What follows belongs to an exercise in optimizing a design on an open flow for small area; a production flow would make more cautious choices. RTL that was checked went through simulation tests only; none was proved equivalent to the original. Only the layout flow was run in run 1; the RTL was not checked for function there. The flow treats the clock pin as an ideal source, which a real chip does not have. Power is estimated from default activity; no workload was simulated.

==> design/flow/flow/clkbuf.tcl <==
# Clock buffering in place of the H-tree: split the register clock pins into
# CLK_COLS x CLK_ROWS groups of equal size by position, drive each group from
# one CLKLEAF_CELL buffer at the group's centre, and drive those buffers from
# one CLKROOT_CELL buffer on the clock port. The clock net then has a single
# sink, so clock_tree_synthesis leaves it alone. The two cells may both be
# inverters, which gives the registers the clock's own polarity.
set block [ord::get_db_block]
set clknet [$block findNet clk]
set leafm [[ord::get_db] findMaster $::env(CLKLEAF_CELL)]
set rootm [[ord::get_db] findMaster $::env(CLKROOT_CELL)]
# input and output pin names of a one-input cell (buffer or inverter)
proc clk_pins {m} {
  set in ""; set out ""
  foreach t [$m getMTerms] {
    if {[$t getSigType] ne "SIGNAL"} continue
    if {[$t getIoType] eq "INPUT"} { set in [$t getName] } elseif {[$t getIoType] eq "OUTPUT"} { set out [$t getName] }
  }
  return [list $in $out]
}
lassign [clk_pins $leafm] leaf_in leaf_out
lassign [clk_pins $rootm] root_in root_out
set cols $::env(CLK_COLS)
set rows $::env(CLK_ROWS)
set pins {}
foreach it [$clknet getITerms] {
  set bb [[$it getInst] getBBox]
  lappend pins [list $it [expr {([$bb xMin] + [$bb xMax]) / 2}] [expr {([$bb yMin] + [$bb yMax]) / 2}]]
}
set n [llength $pins]
set groups {}
set byx [lsort -integer -index 1 $pins]
for {set c 0} {$c < $cols} {incr c} {
  set slice [lrange $byx [expr {$c * $n / $cols}] [expr {($c + 1) * $n / $cols - 1}]]
  set m [llength $slice]
  set byy [lsort -integer -index 2 $slice]
  for {set r 0} {$r < $rows} {incr r} {
    lappend groups [lrange $byy [expr {$r * $m / $rows}] [expr {($r + 1) * $m / $rows - 1}]]
  }
}
set root [odb::dbInst_create $block $rootm clkbuf_root]
set rnet [odb::dbNet_create $block clknet_root]
$rnet setSigType CLOCK
[$root findITerm $root_in] connect $clknet
[$root findITerm $root_out] connect $rnet
set ax 0; set ay 0; set k 0; set sizes {}
foreach g $groups {
  set sx 0; set sy 0
  foreach p $g { incr sx [lindex $p 1]; incr sy [lindex $p 2] }
  set gx [expr {$sx / [llength $g]}]; set gy [expr {$sy / [llength $g]}]
  incr ax $gx; incr ay $gy
  set inst [odb::dbInst_create $block $leafm clkbuf_leaf_$k]
  set net [odb::dbNet_create $block clknet_leaf_$k]
  $net setSigType CLOCK
  [$inst findITerm $leaf_in] connect $rnet
  [$inst findITerm $leaf_out] connect $net
  $inst setLocation [expr {$gx - [$leafm getWidth] / 2}] [expr {$gy - [$leafm getHeight] / 2}]
  $inst setPlacementStatus PLACED
  foreach p $g {
    set it [lindex $p 0]
    $it disconnect
    $it connect $net
  }
  lappend sizes [llength $g]
  incr k
}
$root setLocation [expr {$ax / $k - [$rootm getWidth] / 2}] [expr {$ay / $k - [$rootm getHeight] / 2}]
$root setPlacementStatus PLACED
puts "clkbuf: $n clock pins in groups of $sizes"
==> design/flow/flow/downsize.tcl <==
# Synthesis sizes some gates for speed it does not need. Give every
# combinational cell the smallest-area drive strength of its kind; the
# timing repairs that follow size up whatever the layout needs.
set n 0
foreach inst [get_cells *] {
  set m [get_property $inst ref_name]
  if {![regexp {^(sky130_fd_sc_hd__[a-z0-9]+)_([0-9]+)$} $m -> base drive]} continue
  if {[regexp {__(df|edf|sdf|dl|conb|tap|fill|decap)} $base]} continue
  set best $m
  set best_area [get_property [get_lib_cells */$m] area]
  foreach d {0 1 2} {
    set c [get_lib_cells -quiet */${base}_$d]
    if {$c eq ""} continue
    if {[get_property $c dont_use]} continue
    set a [get_property $c area]
    if {$a < $best_area - 1e-6} { set best ${base}_$d; set best_area $a }
  }
  if {$best ne $m} {
    replace_cell $inst [get_lib_cells */$best]
    incr n
  }
}
puts "downsize: replaced $n cells"
==> design/flow/flow/post_cts.tcl <==
# After CTS: clock buffers to inverters, then area recovery (which ends with
# detailed placement).
source [file join [file dirname [info script]] clkinv.tcl]
source [file join [file dirname [info script]] shrink.tcl]
==> design/flow/design.v <==
module BankTicketMachineFSM (
    input clk,
    input rst_n,
    input [2:0] service_ButtonPress,
    input [3:0] officer_ButtonPress,
    output reg [6:0] Tickernum,
    output reg [1:0] Desknum,
    output reg [15:0] ticket_WaitingCustomers,
    output reg [2:0] ticket_ServiceType
    );
reg [2:0] act;
reg vld;
reg [15:0] q0, q1, q2;
wire [2:0] act_d;
wire nz0, nz1, nz2;
wire sel0, sel1, sel2, en0, en1, en2, dn, ld_n;
wire [6:0] tn_d;
wire [1:0] dk_d;
wire [2:0] st_d;
bank_ctrl ctrl (
    .s(service_ButtonPress), .o(officer_ButtonPress), .act(act), .vld(vld),
    .nz0(nz0), .nz1(nz1), .nz2(nz2), .tn(Tickernum), .dk(Desknum), .st(ticket_ServiceType),
    .act_d(act_d), .sel0(sel0), .sel1(sel1), .sel2(sel2), .en0(en0), .en1(en1), .en2(en2),
    .dn(dn), .ld_n(ld_n), .tn_d(tn_d), .dk_d(dk_d), .st_d(st_d));
bank_nz z0 (.q(q0), .nz(nz0));
bank_nz z1 (.q(q1), .nz(nz1));
bank_nz z2 (.q(q2), .nz(nz2));
wire [15:0] qs_n, x, t_n, nq, wc_d;
wire [3:0] tg, pg_n;
genvar i;
generate for (i = 0; i < 16; i = i + 1) begin : bits
    wire wc_h;
    bank_aoi222 mx (.a1(sel0), .a2(q0[i]), .b1(sel1), .b2(q1[i]), .c1(sel2), .c2(q2[i]), .y(qs_n[i]));
    if (i < 15) begin : xb
        bank_xnor2 xg (.a(qs_n[i]), .b(dn), .y(x[i]));
    end else begin : xn
        assign x[i] = 1'b0;
    end
    if (i % 4 == 0) begin : g0
        bank_xnor2 ng (.a(qs_n[i]), .b(tg[i/4]), .y(nq[i]));
        assign t_n[i] = 1'b0;
    end else begin : gn
        if (i % 4 == 1) begin : n1
            bank_nand2 tg1 (.a(tg[i/4]), .b(x[i-1]), .y(t_n[i]));
        end else if (i % 4 == 2) begin : n2
            bank_nand3 tg2 (.a(tg[i/4]), .b(x[i-2]), .c(x[i-1]), .y(t_n[i]));
        end else begin : n3
            bank_nand4 tg3 (.a(tg[i/4]), .b(x[i-3]), .c(x[i-2]), .d(x[i-1]), .y(t_n[i]));
        end
        bank_xor2 ng (.a(qs_n[i]), .b(t_n[i]), .y(nq[i]));
    end
    bank_nand2 wh (.a(ticket_WaitingCustomers[i]), .b(ld_n), .y(wc_h));
    bank_o21ai wm (.a1(qs_n[i]), .a2(ld_n), .b1(wc_h), .y(wc_d[i]));
end endgenerate
generate for (i = 0; i < 3; i = i + 1) begin : grp
    bank_nand4 pg (.a(x[4*i]), .b(x[4*i+1]), .c(x[4*i+2]), .d(x[4*i+3]), .y(pg_n[i]));
end endgenerate
assign pg_n[3] = 1'b1;
assign tg[0] = vld;
bank_inv tg1 (.a(pg_n[0]), .y(tg[1]));
bank_nor2 tg2 (.a(pg_n[0]), .b(pg_n[1]), .y(tg[2]));
bank_nor3 tg3 (.a(pg_n[0]), .b(pg_n[1]), .c(pg_n[2]), .y(tg[3]));
always @(posedge clk or negedge rst_n) begin
    if (!rst_n) begin
        act <= 3'b000;
        vld <= 1'b0;
    end else begin
        act <= act_d;
        vld <= 1'b1;
    end
end
always @(posedge clk) begin
    if (en0) q0 <= nq;
    if (en1) q1 <= nq;
    if (en2) q2 <= nq;
end
always @(posedge clk or negedge rst_n) begin
    if (!rst_n) begin
        Tickernum <= 7'd0;
        Desknum <= 2'd0;
        ticket_WaitingCustomers <= 16'd0;
        ticket_ServiceType <= 3'b000;
    end else begin
        Tickernum <= tn_d;
        Desknum <= dk_d;
        ticket_WaitingCustomers <= wc_d;
        ticket_ServiceType <= st_d;
    end
end
endmodule
module bank_ctrl (input [2:0] s, input [3:0] o, input [2:0] act, input vld, input nz0, input nz1, input nz2,
    input [6:0] tn, input [1:0] dk, input [2:0] st,
    output reg [2:0] act_d, output sel0, output sel1, output sel2, output en0, output en1, output en2,
    output dn, output ld_n, output [6:0] tn_d, output [1:0] dk_d, output [2:0] st_d);
always @(*) begin
    case (s)
        3'b001: act_d = 3'd2;
        3'b010: act_d = 3'd1;
        3'b100: act_d = 3'd3;
        3'b000: case (o)
            4'b0001: act_d = 3'd4;
            4'b0010: act_d = 3'd6;
            4'b0100: act_d = 3'd7;
            4'b1000: act_d = 3'd5;
            default: act_d = 3'd0;
        endcase
        default: act_d = 3'd0;
    endcase
end
wire S0 = (act == 3'd2);
wire S1 = (act == 3'd1);
wire S2 = (act == 3'd3);
wire O1 = (act == 3'd4);
wire O2 = (act == 3'd6);
wire O3 = (act == 3'd7);
wire O4 = (act == 3'd5);
wire isS = S0 | S1 | S2;
assign sel0 = S0 | ((O1 | O4) & nz0) | (O3 & ~nz2 & nz0);
assign sel1 = S1 | (O1 & ~nz0 & nz1) | (O2 & nz1) | (O3 & ~nz2 & ~nz0 & nz1);
assign sel2 = S2 | (O1 & ~nz0 & ~nz1 & nz2) | (O2 & ~nz1 & nz2) | (O3 & nz2) | (O4 & ~nz0 & nz2);
assign en0 = sel0 | ~vld;
assign en1 = sel1 | ~vld;
assign en2 = sel2 | ~vld;
assign dn = act[2];
assign ld_n = ~isS;
wire found = act[2] & (sel0 | sel1 | sel2);
assign tn_d = tn + found;
assign dk_d = O1 ? 2'd0 : O2 ? 2'd1 : O3 ? 2'd2 : dk;
assign st_d = isS ? {S2, S1, S0} : st;
endmodule
module bank_nz (input [15:0] q, output nz);
assign nz = |q;
endmodule
module bank_aoi222 (input a1, input a2, input b1, input b2, input c1, input c2, output y);
assign y = ~((a1 & a2) | (b1 & b2) | (c1 & c2));
endmodule
module bank_xor2 (input a, input b, output y);
assign y = a ^ b;
endmodule
module bank_xnor2 (input a, input b, output y);
assign y = ~(a ^ b);
endmodule
module bank_nand2 (input a, input b, output y);
assign y = ~(a & b);
endmodule
module bank_nor2 (input a, input b, output y);
assign y = ~(a | b);
endmodule
module bank_o21ai (input a1, input a2, input b1, output y);
assign y = ~((a1 | a2) & b1);
endmodule
module bank_nand3 (input a, input b, input c, output y);
assign y = ~(a & b & c);
endmodule
module bank_nand4 (input a, input b, input c, input d, output y);
assign y = ~(a & b & c & d);
endmodule
module bank_nor3 (input a, input b, input c, output y);
assign y = ~(a | b | c);
endmodule
module bank_nor4 (input a, input b, input c, input d, output y);
assign y = ~(a | b | c | d);
endmodule
module bank_inv (input a, output y);
assign y = ~a;
endmodule
==> design/flow/flow/run.sh <==
#!/bin/bash
# The standard ORFS layout (standard.sh) with these changes:
#  - the port buffers are sky130_fd_sc_hd__buf_1 cells;
#  - the clock is buffered by flow/clkbuf.tcl before CTS: a root buffer on
#    the clock port drives one buffer per group of registers (2 x 2 groups
#    of equal size). The clock net then has a single sink and
#    clock_tree_synthesis leaves it as it is. After CTS, flow/clkinv.tcl
#    turns the root and group buffers into inverters (two inversions, so
#    the registers keep the clock's polarity);
#  - no dummy clock loads;
#  - after synthesis, flow/downsize.tcl gives each gate its smallest drive
#    strength, and the buffers synthesis added are removed; the repairs
#    size up what the layout needs;
#  - after CTS (flow/post_cts.tcl), flow/shrink.tcl gives each gate the smallest drive strength
#    that keeps the slew, capacitance and fanout limits and some setup slack.
# make's output goes to flow_make.log; each ORFS step logs to orfs/logs.
set -euo pipefail
here=$(pwd)
export BUFFER_PORTS_ARGS="-buffer_cell sky130_fd_sc_hd__buf_1"
export PRE_CTS_TCL="$here/flow/clkbuf.tcl"
export CTS_ARGS="-clk_nets clk -dont_use_dummy_load -buf_list sky130_fd_sc_hd__clkbuf_16"
export PRE_FLOORPLAN_TCL="$here/flow/downsize.tcl"
export REMOVE_ABC_BUFFERS=1
export POST_CTS_TCL="$here/flow/post_cts.tcl"
export SHRINK_SETUP_MARGIN=0.1
export CLKROOT_CELL=sky130_fd_sc_hd__clkbuf_4
export CLKLEAF_CELL=sky130_fd_sc_hd__clkbuf_8
export CLKROOT_INV=sky130_fd_sc_hd__inv_2
export CLKLEAF_INV=sky130_fd_sc_hd__inv_8
export CLK_COLS=2
export CLK_ROWS=2
bash standard.sh > flow_make.log 2>&1
==> design/flow/config.mk <==
export PLATFORM = sky130hd
export DESIGN_NAME = BankTicketMachineFSM
export DESIGN_NICKNAME = BankTicketMachineFSM
export VERILOG_FILES = /design/flow/design.v
export SDC_FILE = /design/flow/constraint.sdc
export NUM_CORES = 4
export LEC_CHECK = 0
export CAP_MARGIN = 0
export CORE_MARGIN = 2
export CORE_UTILIZATION = 40
export GPL_TIMING_DRIVEN = 0
export SLEW_MARGIN = 0
export SYNTH_HIERARCHICAL = 1
export SYNTH_MINIMUM_KEEP_SIZE = 0
==> design/flow/flow/clkinv.tcl <==
# After CTS (which leaves the single-sink clock net alone): replace the
# clock buffers that flow/clkbuf.tcl placed, the root and the group
# buffers, by inverters, CLKROOT_INV and CLKLEAF_INV. The two inversions
# cancel, so every register still sees the clock's own polarity.
set block [ord::get_db_block]
proc clk_to_inv {block inst master} {
  set in ""; set out ""
  foreach t [$master getMTerms] {
    if {[$t getSigType] ne "SIGNAL"} continue
    if {[$t getIoType] eq "INPUT"} { set in [$t getName] } elseif {[$t getIoType] eq "OUTPUT"} { set out [$t getName] }
  }
  set a [[$inst findITerm A] getNet]
  set x [[$inst findITerm X] getNet]
  set loc [$inst getLocation]
  set name [$inst getName]
  odb::dbInst_destroy $inst
  set new [odb::dbInst_create $block $master ${name}_inv]
  [$new findITerm $in] connect $a
  [$new findITerm $out] connect $x
  $new setLocation [lindex $loc 0] [lindex $loc 1]
  $new setPlacementStatus PLACED
}
set rootm [[ord::get_db] findMaster $::env(CLKROOT_INV)]
set leafm [[ord::get_db] findMaster $::env(CLKLEAF_INV)]
set n 0
foreach inst [$block getInsts] {
  set name [$inst getName]
  if {$name eq "clkbuf_root"} { clk_to_inv $block $inst $rootm; incr n }
}
foreach inst [$block getInsts] {
  set name [$inst getName]
  if {[string match clkbuf_leaf_* $name]} { clk_to_inv $block $inst $leafm; incr n }
}
puts "clkinv: $n clock buffers replaced by inverters"
==> design/flow/constraint.sdc <==
create_clock -name core_clock -period 5.0 [get_ports {clk}]
set_input_delay 1.0000 -clock core_clock [delete_from_list [all_inputs] [get_ports {clk}]]
set_output_delay 1.0000 -clock core_clock [all_outputs]
set_load 0.01 [all_outputs]
==> design/flow/flow/shrink.tcl <==
# Area recovery after CTS: give each gate, largest first, the smallest
# drive strength of its kind that keeps every slew, capacitance and fanout
# limit, and keeps the worst setup slack above SHRINK_SETUP_MARGIN ns (or
# its current value, if that is lower) and the worst hold slack at or above
# zero. Clock buffers keep their cells; registers keep their cell type and
# may only change drive strength.
estimate_parasitics -placement
proc shrink_limits_ok {} {
  return [expr {[sta::max_slew_violation_count] == 0
                && [sta::max_capacitance_violation_count] == 0
                && [sta::max_fanout_violation_count] == 0}]
}
set setup_floor [expr {min($::env(SHRINK_SETUP_MARGIN) * 1e-9, [sta::worst_slack_cmd max])}]
set hold_floor [expr {min(0.0, [sta::worst_slack_cmd min])}]
set limits0 [shrink_limits_ok]
set items {}
foreach inst [get_cells *] {
  set m [get_property $inst ref_name]
  if {[string match clkbuf_* [get_full_name $inst]]} continue
  if {[regexp {__(dl|conb|tap|fill|decap|clkbuf|clkinv)} $m]} continue
  if {![regexp {^(sky130_fd_sc_hd__[a-z0-9]+)_([0-9]+)$} $m -> base drive]} continue
  lappend items [list $inst $m $base [get_property [get_lib_cells */$m] area]]
}
set items [lsort -real -decreasing -index 3 $items]
set n 0
set saved 0.0
foreach it $items {
  lassign $it inst m base area
  set cands {}
  foreach c [get_lib_cells */${base}_*] {
    set cn [get_name $c]
    if {![regexp "^${base}_\[0-9\]+\$" $cn]} continue
    if {[get_property $c dont_use]} continue
    set a [get_property $c area]
    if {$a < $area - 1e-6} { lappend cands [list $cn $a] }
  }
  foreach c [lsort -real -index 1 $cands] {
    lassign $c cn a
    replace_cell $inst [get_lib_cells */$cn]
    if {[sta::worst_slack_cmd max] >= $setup_floor && [sta::worst_slack_cmd min] >= $hold_floor
        && (![expr {$limits0}] || [shrink_limits_ok])} {
      incr n
      set saved [expr {$saved + $area - $a}]
      break
    }
    replace_cell $inst [get_lib_cells */$m]
  }
}
puts [format "shrink: resized %d cells, %.1f um2 less; worst setup slack %.3f ns" $n $saved [expr {[sta::worst_slack_cmd max] * 1e9}]]
detailed_placement
check_placement
==> design/flow/standard.sh <==
#!/bin/bash
# synth_recipe.tcl (not shown) runs the flow's synth.tcl, then flattens the netlist and writes it again
# the make line also repeats each setting of config.mk as NAME=value (left out here)
make -C /OpenROAD-flow-scripts/flow DESIGN_CONFIG=/design/flow/config.mk WORK_HOME=/design/flow/orfs CLKGATE_MAP_FILE= SYNTH_SCRIPT=/design/flow/synth_recipe.tcl "${@:-finish}"
==> impl_metrics.ini, run 1 <==
[yosys]
ys_seq_area_share_pct = 65.9
ys_area_mm2 = 0.00340
netlist_top_cells_area = edfxtp_1 42%, dfrtp_1 24%, xnor2_1 6.7%, a222oi_1 4.7%, xor2_1 3.3%
synth_area_leader_cell = edfxtp_1
synth_top_area_share_pct = 42.4
synth_seq_cells = 80
syn_inst = 254
synthDistinctLibCells = 34
yosysWarnings = 8

[placed_design]
routabilityCongestion = 0.756
dp_hpwl_um = 4940
portBuffers = 36

[route]
drc = 0
dr_total_vias = 2265
antenna_left = 0
drt_iter0_markers = 180
drt_first_pass_iters = 5
wl_per_cell_um = 17.3
viasPerCell = 5.65
routed_wl_um = 6950

[floorplan]
rows = 33
io_pins = 37
initial_core_util_pct = 41.2
die-width_um = 96.0
coreArea_mm2 = 0.00822
die_y_um = 96.0
dieArea_mm2 = 0.00922

[sta]
max_slew_margin_pct = 16.5
finalHoldViolCount = 0
period_share_pct = 89.7
clock_skew_ns = 0.0110
timing.fmax_mhz = 223
tightest_slew_ns = 1.25
setup-tns-final_ns = 0
maxSlewViolCount = 0
finalCriticalPeriod_ns = 4.48
setup_viol = 0
rsz0062_at_grt = no

[power]
power_density_mw_per_mm2 = 348
vdd_drop_max_uv = 142
leakage_nw = 1.31

[final_layout]
nets = 309
layout_common_cells = 48 x edfxtp_1, 39 x buf_1, 32 x dfrtp_1
final_common_cell = edfxtp_1
diodes = 0
layout-drive-gt1-share_pct = 3.04
utilization_pct = 45.3

[global_route]
grt_max_degree = 33
grt_pass1_wl_um = 11500
grt.overflow.total = 0
first_global_vias = 2227
grtUsageTotal_pct = 15.9
grt_antenna_before_repair = 0

[setup_path]
critPathArrivalTime_ns = 4.52
path_max_fanout = 16
crit_type = reg2reg
crit_slowest_cell = o22ai_2
start_kind = register
slowest_delay_ns = 0.67
reg2regPathDepth = 11
critPathRequiredTime_ns = 5.03
critPathMostFrequentCell = nand4_1
cp_cell_sequence = nor4_1 > nand4_1 > nor2b_1 > a2bb2oi_1 > o22ai_2 > a222oi_1 > xnor2_1 > nand4_1 > nor3_1 > nand4_1 > xor2_1
cp-end-kind = register

[run_status]
status = finished clean

[clock_tree]
cts.clk_slew.worst_paths_ns = 0.11
clk_latency_ns = 0.31

[worst_hold_path]
hold_class = reg2reg
worstHoldPathCells = 1

[flow_run]
maxCapViolCount = 0
==> layer usage <==
layer  global-route usage [%]  up-vias  wire, um  part of all wire, %
li1                         -     1069         -                    -
met1                     24.4     1110      3150                   45
met2                     25.5       76      3250                   47
met3                    0.861       10       433                  6.2
met4                     2.74        0       125                  1.8
met5                        0        -         0                    0
==> Yosys cell counts, drive strengths merged <==
cell / instances
edfxtp: 48
dfrtp: 32
xnor2: 26
nand2: 23
o21ai: 17
a222oi: 16
xor2: 13
nor4: 12
nand4: 10
nand3: 8
nor2: 8
a21oi: 6
inv: 4
nor2b: 3
a21o: 2
a22o: 2
clkbuf: 2
ha: 2
nand2b: 2
nor3: 2
o221ai: 2
o22ai: 2
or3: 2
a2111oi: 1
a21boi: 1
a22oi: 1
a2bb2oi: 1
and3: 1
buf: 1
conb: 1
o21bai: 1
o31a: 1
o31ai: 1
==> flip-flops by register name, summed over array words and instances, names as in the netlist <==
name                     count
q0                          16
q1                          16
q2                          16
ticket_WaitingCustomers     16
Tickernum                    7
act                          3
ticket_ServiceType           3
Desknum                      2
vld                          1
==> where the power goes <==
group / switching, mW / internal [mW] / total (mW)
combinational: 0.130 / 0.0690 / 0.199
clock: 0.214 / 0.0297 / 0.244
sequential: 0.0536 / 0.800 / 0.854
total: 0.398 / 0.899 / 1.30
==> worst paths after layout <==
check	from	to	slack, ns
max	q0[12]	q1[15]	0.52
min	Tickernum[6]	Tickernum[6]	0.48
max reg2reg	q0[12]	q1[15]	0.52
min reg2reg	Tickernum[6]	Tickernum[6]	0.48
max in group asynchronous	rst_n	ticket_WaitingCustomers[15]	3.78
min in group asynchronous	rst_n	ticket_WaitingCustomers[9]	0.74
==> area by class of cell <==
cell class | instances | area [um^2]
well taps | 105 | 131
repair buffers | 40 | 151
inverters | 9 | 63.8
multi-input cells | 167 | 1130
flip-flops and latches | 80 | 2240
fillers | 762 | 4490
==> metrics by stage <==
step	setup slack (ns)	hold WS (ns)	instances	power [mW]	area (um^2)
after floorplan	1.46	0.507	251	0.983	3380
after global placement	0.176	0.459	392	1.06	3640
after detailed placement	0.130	0.464	396	1.08	3720
after global routing	0.117	0.531	401	1.37	3720
final	0.517	0.480	401	1.30	3720
==> kinds of logic after synthesis <==
kind of cell	share of synthesized area (%)
buffers and inverters	0.883
XOR/XNOR	10.0
flip-flops	65.9
AND/OR/NAND/NOR	10.6
adder cells (fa/ha/maj)	0.735
other	0.110
AO/OA/AOI/OAI	11.8
==> modules after synthesis (local to each module, per instance), excerpt <==
module	cells	times used
bank_nz	5	3
bank_inv	1	1
bank_nand2	1	20
bank_ctrl	61	1
bank_nor2	1	1
bank_nor3	1	1
==> worst max-delay path: cells and delay by family (launching register included) <==
family / cells / cell delay [ns]
xor gates and xnor gates: 2 / 0.61
DFF: 1 / 0.43
AOI/OAI and AO/OA: 3 / 1.13
and+or+nand+nor: 6 / 2.04
==> inputs of run 2 (changes only) <==
==> design/flow/design.v (replaced) <==
module BankTicketMachineFSM (
    input clk,
    input rst_n,
    input [2:0] service_ButtonPress,
    input [3:0] officer_ButtonPress,
    output reg [6:0] Tickernum,
    output reg [1:0] Desknum,
    output reg [15:0] ticket_WaitingCustomers,
    output reg [2:0] ticket_ServiceType
    );
wire [2:0] s = service_ButtonPress;
wire [3:0] o = officer_ButtonPress;
wire s_oh = (s == 3'b001) | (s == 3'b010) | (s == 3'b100);
wire o_oh = (o == 4'b0001) | (o == 4'b0010) | (o == 4'b0100) | (o == 4'b1000);
wire [2:0] act_d = (s != 3'b000) ? (s_oh ? {1'b0, s[2] | s[1], s[2] | s[0]} : 3'b000)
                                 : (o_oh ? {1'b1, o[3] | o[2], o[3] | o[1]} : 3'b000);
reg [2:0] act;
reg vld;
always @(posedge clk or negedge rst_n) begin
    if (!rst_n) begin
        act <= 3'b000;
        vld <= 1'b0;
    end else begin
        act <= act_d;
        vld <= 1'b1;
    end
end
reg [15:0] q0, q1, q2;
wire nz0 = |q0;
wire nz1 = |q1;
wire nz2 = |q2;
wire isS = ~act[2] & (act[1] | act[0]);
wire S0 = (act == 3'b001);
wire S1 = (act == 3'b010);
wire S2 = (act == 3'b011);
wire O1 = (act == 3'b100);
wire O2 = (act == 3'b101);
wire O3 = (act == 3'b110);
wire O4 = (act == 3'b111);
wire sel0 = S0 | ((O1 | O4) & nz0) | (O3 & ~nz2 & nz0);
wire sel1 = S1 | (O1 & ~nz0 & nz1) | (O2 & nz1) | (O3 & ~nz2 & ~nz0 & nz1);
wire sel2 = S2 | (O1 & ~nz0 & ~nz1 & nz2) | (O2 & ~nz1 & nz2) | (O3 & nz2) | (O4 & ~nz0 & nz2);
wire found = act[2] & (sel0 | sel1 | sel2);
wire [15:0] qs = ({16{sel0}} & q0) | ({16{sel1}} & q1) | ({16{sel2}} & q2);
wire [15:0] x = qs ^ {16{act[2]}};
wire [15:0] t;
assign t[0] = vld;
genvar i;
generate for (i = 1; i < 16; i = i + 1) begin : chain
    assign t[i] = t[i-1] & x[i-1];
end endgenerate
wire [15:0] nq = qs ^ t;
always @(posedge clk) begin
    if (sel0 | ~vld) q0 <= nq;
    if (sel1 | ~vld) q1 <= nq;
    if (sel2 | ~vld) q2 <= nq;
end
always @(posedge clk or negedge rst_n) begin
    if (!rst_n) begin
        Tickernum <= 7'd0;
        Desknum <= 2'd0;
        ticket_WaitingCustomers <= 16'd0;
        ticket_ServiceType <= 3'b000;
    end else begin
        if (found) Tickernum <= Tickernum + 1'b1;
        if (O1) Desknum <= 2'd0;
        if (O2) Desknum <= 2'd1;
        if (O3) Desknum <= 2'd2;
        if (isS) begin
            ticket_WaitingCustomers <= qs;
            ticket_ServiceType <= {S2, S1, S0};
        end
    end
end
endmodule
==> design/flow/flow/run.sh (replaced) <==
#!/bin/bash
# The standard ORFS layout (standard.sh) with three changes:
#  - the port buffers are sky130_fd_sc_hd__buf_1 cells;
#  - the clock is buffered by flow/clkbuf.tcl before CTS: a root buffer on
#    the clock port drives one buffer per group of registers. The clock net
#    then has a single sink and clock_tree_synthesis leaves it as it is;
#  - no dummy clock loads;
#  - after synthesis, flow/downsize.tcl gives each gate its smallest drive
#    strength, and the buffers synthesis added are removed; the repairs
#    size up what the layout needs.
# make's output goes to flow_make.log; each ORFS step logs to orfs/logs.
set -euo pipefail
here=$(pwd)
export BUFFER_PORTS_ARGS="-buffer_cell sky130_fd_sc_hd__buf_1"
export PRE_CTS_TCL="$here/flow/clkbuf.tcl"
export CTS_ARGS="-clk_nets clk -dont_use_dummy_load -buf_list sky130_fd_sc_hd__clkbuf_16"
export PRE_FLOORPLAN_TCL="$here/flow/downsize.tcl"
export REMOVE_ABC_BUFFERS=1
export CLKROOT_CELL=sky130_fd_sc_hd__clkbuf_4
export CLKLEAF_CELL=sky130_fd_sc_hd__clkbuf_8
export CLK_COLS=3
export CLK_ROWS=2
bash standard.sh > flow_make.log 2>&1
--- a/design/flow/flow/clkbuf.tcl
+++ b/design/flow/flow/clkbuf.tcl
@@ -4,4 +4,3 @@
 # one CLKROOT_CELL buffer on the clock port. The clock net then has a single
-# sink, so clock_tree_synthesis leaves it alone. The two cells may both be
-# inverters, which gives the registers the clock's own polarity.
+# sink, so clock_tree_synthesis leaves it alone.
 set block [ord::get_db_block]
@@ -10,13 +9,2 @@
 set rootm [[ord::get_db] findMaster $::env(CLKROOT_CELL)]
-# input and output pin names of a one-input cell (buffer or inverter)
-proc clk_pins {m} {
-  set in ""; set out ""
-  foreach t [$m getMTerms] {
-    if {[$t getSigType] ne "SIGNAL"} continue
-    if {[$t getIoType] eq "INPUT"} { set in [$t getName] } elseif {[$t getIoType] eq "OUTPUT"} { set out [$t getName] }
-  }
-  return [list $in $out]
-}
-lassign [clk_pins $leafm] leaf_in leaf_out
-lassign [clk_pins $rootm] root_in root_out
 set cols $::env(CLK_COLS)
@@ -42,4 +30,4 @@
 $rnet setSigType CLOCK
-[$root findITerm $root_in] connect $clknet
-[$root findITerm $root_out] connect $rnet
+[$root findITerm A] connect $clknet
+[$root findITerm X] connect $rnet
 set ax 0; set ay 0; set k 0; set sizes {}
@@ -53,4 +41,4 @@
   $net setSigType CLOCK
-  [$inst findITerm $leaf_in] connect $rnet
-  [$inst findITerm $leaf_out] connect $net
+  [$inst findITerm A] connect $rnet
+  [$inst findITerm X] connect $net
   $inst setLocation [expr {$gx - [$leafm getWidth] / 2}] [expr {$gy - [$leafm getHeight] / 2}]
--- a/design/flow/config.mk
+++ b/design/flow/config.mk
@@ -7,3 +7,3 @@
 export LEC_CHECK = 0
-export CAP_MARGIN = 0
+export CAP_MARGIN = 20
 export CORE_MARGIN = 2
@@ -11,4 +11,2 @@
 export GPL_TIMING_DRIVEN = 0
-export SLEW_MARGIN = 0
-export SYNTH_HIERARCHICAL = 1
-export SYNTH_MINIMUM_KEEP_SIZE = 0
+export SLEW_MARGIN = 20
removed: design/flow/flow/clkinv.tcl
removed: design/flow/flow/post_cts.tcl
removed: design/flow/flow/shrink.tcl
==> impl_metrics.ini, run 2 <==
[run_status]
status = finished clean

[power]
power_density_mw_per_mm2 = 373
p_int_mw = 1.03
p_seq_share_pct = 61.7
leakage_nw = 1.40
p_comb_share_pct = 16.8
swShare_pct = 29.2
switchingPower_mw = 0.423
vdd_drop_max_uv = 217
power.share.clock_pct = 21.5
finalPower_mw = 1.45

[floorplan]
coreArea_mm2 = 0.00859
io_pins = 37
rows = 34
dieArea_mm2 = 0.00947
die_y_um = 97.3
initial_core_util_pct = 40.6
die-width_um = 97.3

[clock_tree]
cts_hold_buf = 0
post_cts.repair.setup_buffers = 0
cts_resized = 0
clk_latency_ns = 0.42
cts.clk_slew.worst_paths_ns = 0.08

[setup_path]
cp-end-kind = register
crit_type = reg2reg
start_kind = register
reg2regPathDepth = 11
critPathArrivalTime_ns = 4.65
critPathRequiredTime_ns = 5.12
path_max_fanout = 16

[sta]
finalCriticalPeriod_ns = 4.52
rsz0062_at_grt = no
clock_skew_ns = 0.0141
finalHoldViolCount = 0
period_share_pct = 90.4
timing.fmax_mhz = 221
setup_viol = 0
maxSlewViolCount = 0
max_slew_margin_pct = 25.1
setup-tns-final_ns = 0
tightest_slew_ns = 1.12

[global_route]
grtUsageTotal_pct = 15.6
grt_pass1_wl_um = 12400
grt.overflow.total = 0
grt_max_degree = 36
first_global_vias = 2404
grt_antenna_before_repair = 0

[final_layout]
layout-drive-gt1-share_pct = 6.96
final_common_cell = edfxtp_1
diodes = 0
nets = 328
fillers = 822
fin_cells = 424
layout_common_cells = 48 x edfxtp_1, 35 x buf_1, 31 x dfrtp_1

[yosys]
netlist_top_cells_area = edfxtp_1 41%, dfrtp_1 23%, a222oi_1 4.6%, xnor2_1 3.7%, xor2_1 3.5%
ys_seq_area_share_pct = 63.9
synth-edff-count = 48
ys_top_cells_by_count = 48 x edfxtp_1, 32 x dfrtp_1, 22 x nand2_1
syn_inst = 279
ys_area_mm2 = 0.00351
synth-async-reset-ratio_pct = 40.0
synth_ff_type = edfxtp_1
synth_seq_cells = 80
synthDistinctLibCells = 40
synth_top_area_share_pct = 41.1
yosysWarnings = 1
yosysMostFrequentCell = edfxtp_1
synth_area_leader_cell = edfxtp_1

[placed_design]
dp_hpwl_um = 5200
dp_cells = 417
routabilityCongestion = 0.796
portBuffers = 36

[route]
viasPerCell = 5.85
drt_iter0_markers = 153
wl_per_cell_um = 17.5
antenna_left = 0
drt_first_pass_iters = 7
drc = 0
dr_total_vias = 2480
routed_wl_um = 7430

[flow_run]
maxCapViolCount = 0

[worst_hold_path]
hold_class = in2async
run 2: cell types whose count changed in the layout (fill, tap and decap cells not counted), sizes merged, moves of 4 or more:
cell / delta
nor2: +12
xnor2: -11
clkbuf: +7
and3: +6
inv: -5
nor3: +5
o21ai: +5
a21oi: -4
nand3: -4
o211ai: +4
run 2: layout make-up:
type | count | area [um^2] | share of cell area (%)
flip-flops and latches | 80 | 2240 | 57.6
multi-input cells | 184 | 1210 | 31.0
repair buffers | 41 | 201 | 5.17
well taps | 108 | 135 | 3.47
plain buffers | 7 | 90.1 | 2.31
inverters | 4 | 15.0 | 0.386
run 2: final timing paths:
| kind | start | to | slack (ns) |
|---|---|---|---|
| setup / recovery | q0[12] | q0[15] | 0.48 |
| hold / removal | rst_n | ticket_WaitingCustomers[1] | 0.37 |
| setup reg to reg | q0[12] | q0[15] | 0.48 |
| hold reg to reg | Tickernum[6] | Tickernum[6] | 0.47 |
| max in group asynchronous | rst_n | ticket_WaitingCustomers[12] | 4.26 |
| min in group core_clock | Tickernum[6] | Tickernum[6] | 0.47 |
run 2: cell families (layout without fill, tap and decap cells):
family,after synthesis,after routing,share of synthesized area [%]
multiplexers,3,3,0.963
AO/OA/AOI/OAI,56,56,12.0
adder cells (fa/ha/maj),1,1,0.357
buffers and inverters,15,52,1.75
flip-flops,80,80,63.9
XOR/XNOR,29,29,7.24
other,1,1,0.107
AND/OR/NAND/NOR,94,94,13.7
run 2: critical path, stage by stage (launching register included):
cell       delay [ns]
edfxtp_1         0.42
nor4_1           0.60
nand4_1          0.28
o22ai_1          0.24
a31oi_1          0.13
nand2_1          0.48
a222oi_1         0.34
or4_1            0.63
a221oi_2         0.54
buf_4            0.25
o2111ai_1        0.13
xor2_1           0.19
run 2: per-stage QoR:
stage / area, um^2 / setup WS (ns) / hold slack (ns) / utilization [%]
after global placement: 3710 / -2.06 / 0.461 / 43.2
after floorplan: 3440 / 0.127 / 0.508 / -
after detailed placement: 3800 / 0.0618 / 0.461 / 44.2
after global routing: 3890 / 0.0541 / 0.350 / 45.3
after CTS: 3890 / 0.0508 / 0.466 / 45.3
final: 3890 / 0.479 / 0.373 / 45.3
run 2: power groups by stage:
stage / clock network [mW] / logic [mW] / registers [mW]
floorplan: 0 / 0.127 / 0.913
global placement: 0 / 0.233 / 0.906
detailed placement: 0 / 0.247 / 0.910
CTS: 0.230 / 0.248 / 0.911
global route: 0.344 / 0.275 / 0.909
finish: 0.312 / 0.244 / 0.895
run 2: per-layer routing:
metal  up-vias  share of wire (%)  track usage [%]
li1       1160                  -                -
met1      1230                 44             22.1
met2        80                 48             26.4
met3        10                6.3             1.87
met4         0                1.6             2.56
met5         -                  0                0

[port drivers added, routing unchanged]
In the flow no input, the clock included, has a driving cell. The finished layouts below were timed again as built, in two steps. Step 1 sets driving cells, clkbuf_16 on the clock port and buf_2 on the other inputs (assumed; they add their load-dependent delay and slew). Step 2 moves the port delays by t, midway between the first and last clock arrival at a register: inputs arrive t later, outputs are due t later. That takes back most of the time a late clock gives input paths. a / b / c = ideal / step 1 / step 2; a / b = the first two.
run	shift t [ns]	setup slack, ns	worst slew at a driven data input, ns
run 1	0.337	0.517 / 0.517 / 0.517	0.03
run 2	0.438	0.479 / 0.479 / 0.479	0.03
After both steps every run listed still meets setup and hold.
